This is an optimization exercise on Yosys and OpenROAD, whose aim is small area and a short achievable clock period, not a production implementation. The RTL was checked by simulation tests, not by an equivalence proof against the original design.

Design sisaFIR, start of the top module:
module sisaFIR(
  input         clock,
  input         reset,
  input  [63:0] io_in,
  output [63:0] io_out
);
Size in the first run: ~2,600 cells after synthesis, about 130 I/O pins, about 38,000 sq um of cells after synthesis.
clock: 18.0 ns
lec_check: 0
cap_margin: 20
core_margin: 2
core_utilization: 75
cts_buf_list: sky130_fd_sc_hd__clkbuf_4 sky130_fd_sc_hd__clkbuf_8
cts_cluster_diameter: 60
cts_cluster_size: 16
slew_margin: 20
synth_hierarchical: 1
synth_minimum_keep_size: 0
standard.sh (not shown) runs the stock make flow with config.mk's settings and CLKGATE_MAP_FILE= SYNTH_SCRIPT=/design/flow/synth_recipe.tcl, a recipe that flattens the netlist after the stock synthesis.
==> flow/flow/run.sh <==
#!/bin/bash
# Standard ORFS layout (the standard.sh) with two changes to how it is made:
# timing repair aims at a setup slack of SETUP_SLACK_MARGIN ns instead of 0,
# and the port buffers are buf_2 cells, which repair may resize.
set -e
bash standard.sh SETUP_SLACK_MARGIN=7.5 BUFFER_PORTS_ARGS="-buffer_cell sky130_fd_sc_hd__buf_2" finish > standard.log 2>&1
Change:
--- a/flow/flow/run.sh
+++ b/flow/flow/run.sh
@@ -5,2 +5,2 @@
 set -e
-bash standard.sh SETUP_SLACK_MARGIN=7.5 BUFFER_PORTS_ARGS="-buffer_cell sky130_fd_sc_hd__buf_2" finish > standard.log 2>&1
+bash standard.sh SETUP_SLACK_MARGIN=8.5 BUFFER_PORTS_ARGS="-buffer_cell sky130_fd_sc_hd__buf_2" finish > standard.log 2>&1
--- a/flow/config.mk
+++ b/flow/config.mk
@@ -9,6 +9,4 @@
 export CORE_MARGIN = 2
-export CORE_UTILIZATION = 75
+export CORE_UTILIZATION = 65
 export CTS_BUF_LIST = sky130_fd_sc_hd__clkbuf_4 sky130_fd_sc_hd__clkbuf_8
-export CTS_CLUSTER_DIAMETER = 60
-export CTS_CLUSTER_SIZE = 16
 export SLEW_MARGIN = 20
Result: Via count grows by 1.6%. Setup slack improved by 0.47 ns. Non-clock buffer count rose by 104. Worst hold slack is worse by 0.013 ns. Routed wire length increases by 1.9%. Design area climbs by 14%. Utilization decreases by 2.0 points.
Change:
--- a/flow/flow/run.sh
+++ b/flow/flow/run.sh
@@ -5,2 +5,2 @@
 set -e
-bash standard.sh SETUP_SLACK_MARGIN=8.5 BUFFER_PORTS_ARGS="-buffer_cell sky130_fd_sc_hd__buf_2" finish > standard.log 2>&1
+bash standard.sh SETUP_SLACK_MARGIN=7.5 BUFFER_PORTS_ARGS="-buffer_cell sky130_fd_sc_hd__buf_2" finish > standard.log 2>&1
Effect: Critical path depth decreases by 2; hold slack gets better by 0.0038 ns; routed wire length decreases by 9.1%; setup slack degrades by 0.50 ns; sequential share of layout area is higher by 2.6 points.

========
## oak
sisaFIR, a different RTL version from the one above (not shown whole).
For scale: roughly 580 flip-flops, ~130 I/O pins, about 38000 µm² of cells after synthesis.
==> flow/design.v (excerpt) <==
module sisaFIR(
  input         clock,
  input         reset,
  input  [63:0] io_in,
  output [63:0] io_out
);
clock: 18.0 ns
lec_check: 0
cap_margin: 20
core_margin: 2
core_utilization: 65
cts_buf_list: sky130_fd_sc_hd__clkbuf_4 sky130_fd_sc_hd__clkbuf_8
slew_margin: 20
synth_hierarchical: 1
synth_minimum_keep_size: 0
==> flow/flow/run.sh <==
#!/bin/bash
# Standard ORFS layout (the standard.sh) with two changes to how it is made:
# timing repair aims at a setup slack of SETUP_SLACK_MARGIN ns instead of 0,
# and the port buffers are buf_2 cells, which repair may resize.
set -e
bash standard.sh SETUP_SLACK_MARGIN=7.5 BUFFER_PORTS_ARGS="-buffer_cell sky130_fd_sc_hd__buf_2" finish > standard.log 2>&1
oak was carried through to the last stage, and its layout satisfied the timing, DRC and antenna checks.
Setup changes, oak to pine
==> flow/run.sh (new file) <==
#!/bin/bash
# synth_recipe.tcl (not shown) runs the flow's synth.tcl, then flattens the netlist and writes it again
# the make line also repeats each setting of config.mk as NAME=value (left out here)
make -C /OpenROAD-flow-scripts/flow DESIGN_CONFIG=/design/flow/config.mk WORK_HOME=/design/flow/orfs CLKGATE_MAP_FILE= SYNTH_SCRIPT=/design/flow/synth_recipe.tcl finish
removed: flow/flow/run.sh
removed: flow/standard.sh
Results
- From oak to pine the numbers moved as follows: worst hold slack neither gained nor lost much; non-clock buffer share of cell area rose 0.34 points; number of cells in the finished layout apart from fillers now sits lower.
- Changes observed in pine relative to oak: total routing usage reported by global routing -0.23 points.
- pine gives less setup slack than oak did.
- Wire length of the first global-routing pass (lower): pine

what the ideal ports hide:
No port has a modelled driver above. Below, the same layouts with a new extraction and two added sets of constraints. Step 1: set_driving_cell puts a clkbuf_16 on clock and a buf_2 on each other input, an assumption about the parent block. Step 2, shift: input delay + t, output delay - t, t = (earliest + latest rising clock arrival at the registers) / 2. This alone moves slack from input paths to output paths. a / b / c = no drivers / after step 1 / after step 2; a / b = the first two.
run	shift t [ns]	slack for setup (ns)	clock arrival spread, ns	worst slew at a driven data input, ns
the first run of note 1	0.732	7.696 / 7.662 / 7.662	0.045 / 0.046	0.07
the second run of note 1	0.756	8.165 / 8.117 / 8.117	0.033 / 0.033	0.07
the third run of note 1	0.725	7.663 / 7.640 / 7.640	0.042 / 0.042	0.06
oak	0.740	7.328 / 7.279 / 7.279	0.041 / 0.041	0.08
pine	0.742	5.591 / 5.565 / 5.565	0.038 / 0.037	0.04
After both steps every run listed still meets setup and hold. The setup slack of oak, which loses most, moves by -0.049 ns with the drivers and by -0.049 ns with both steps.
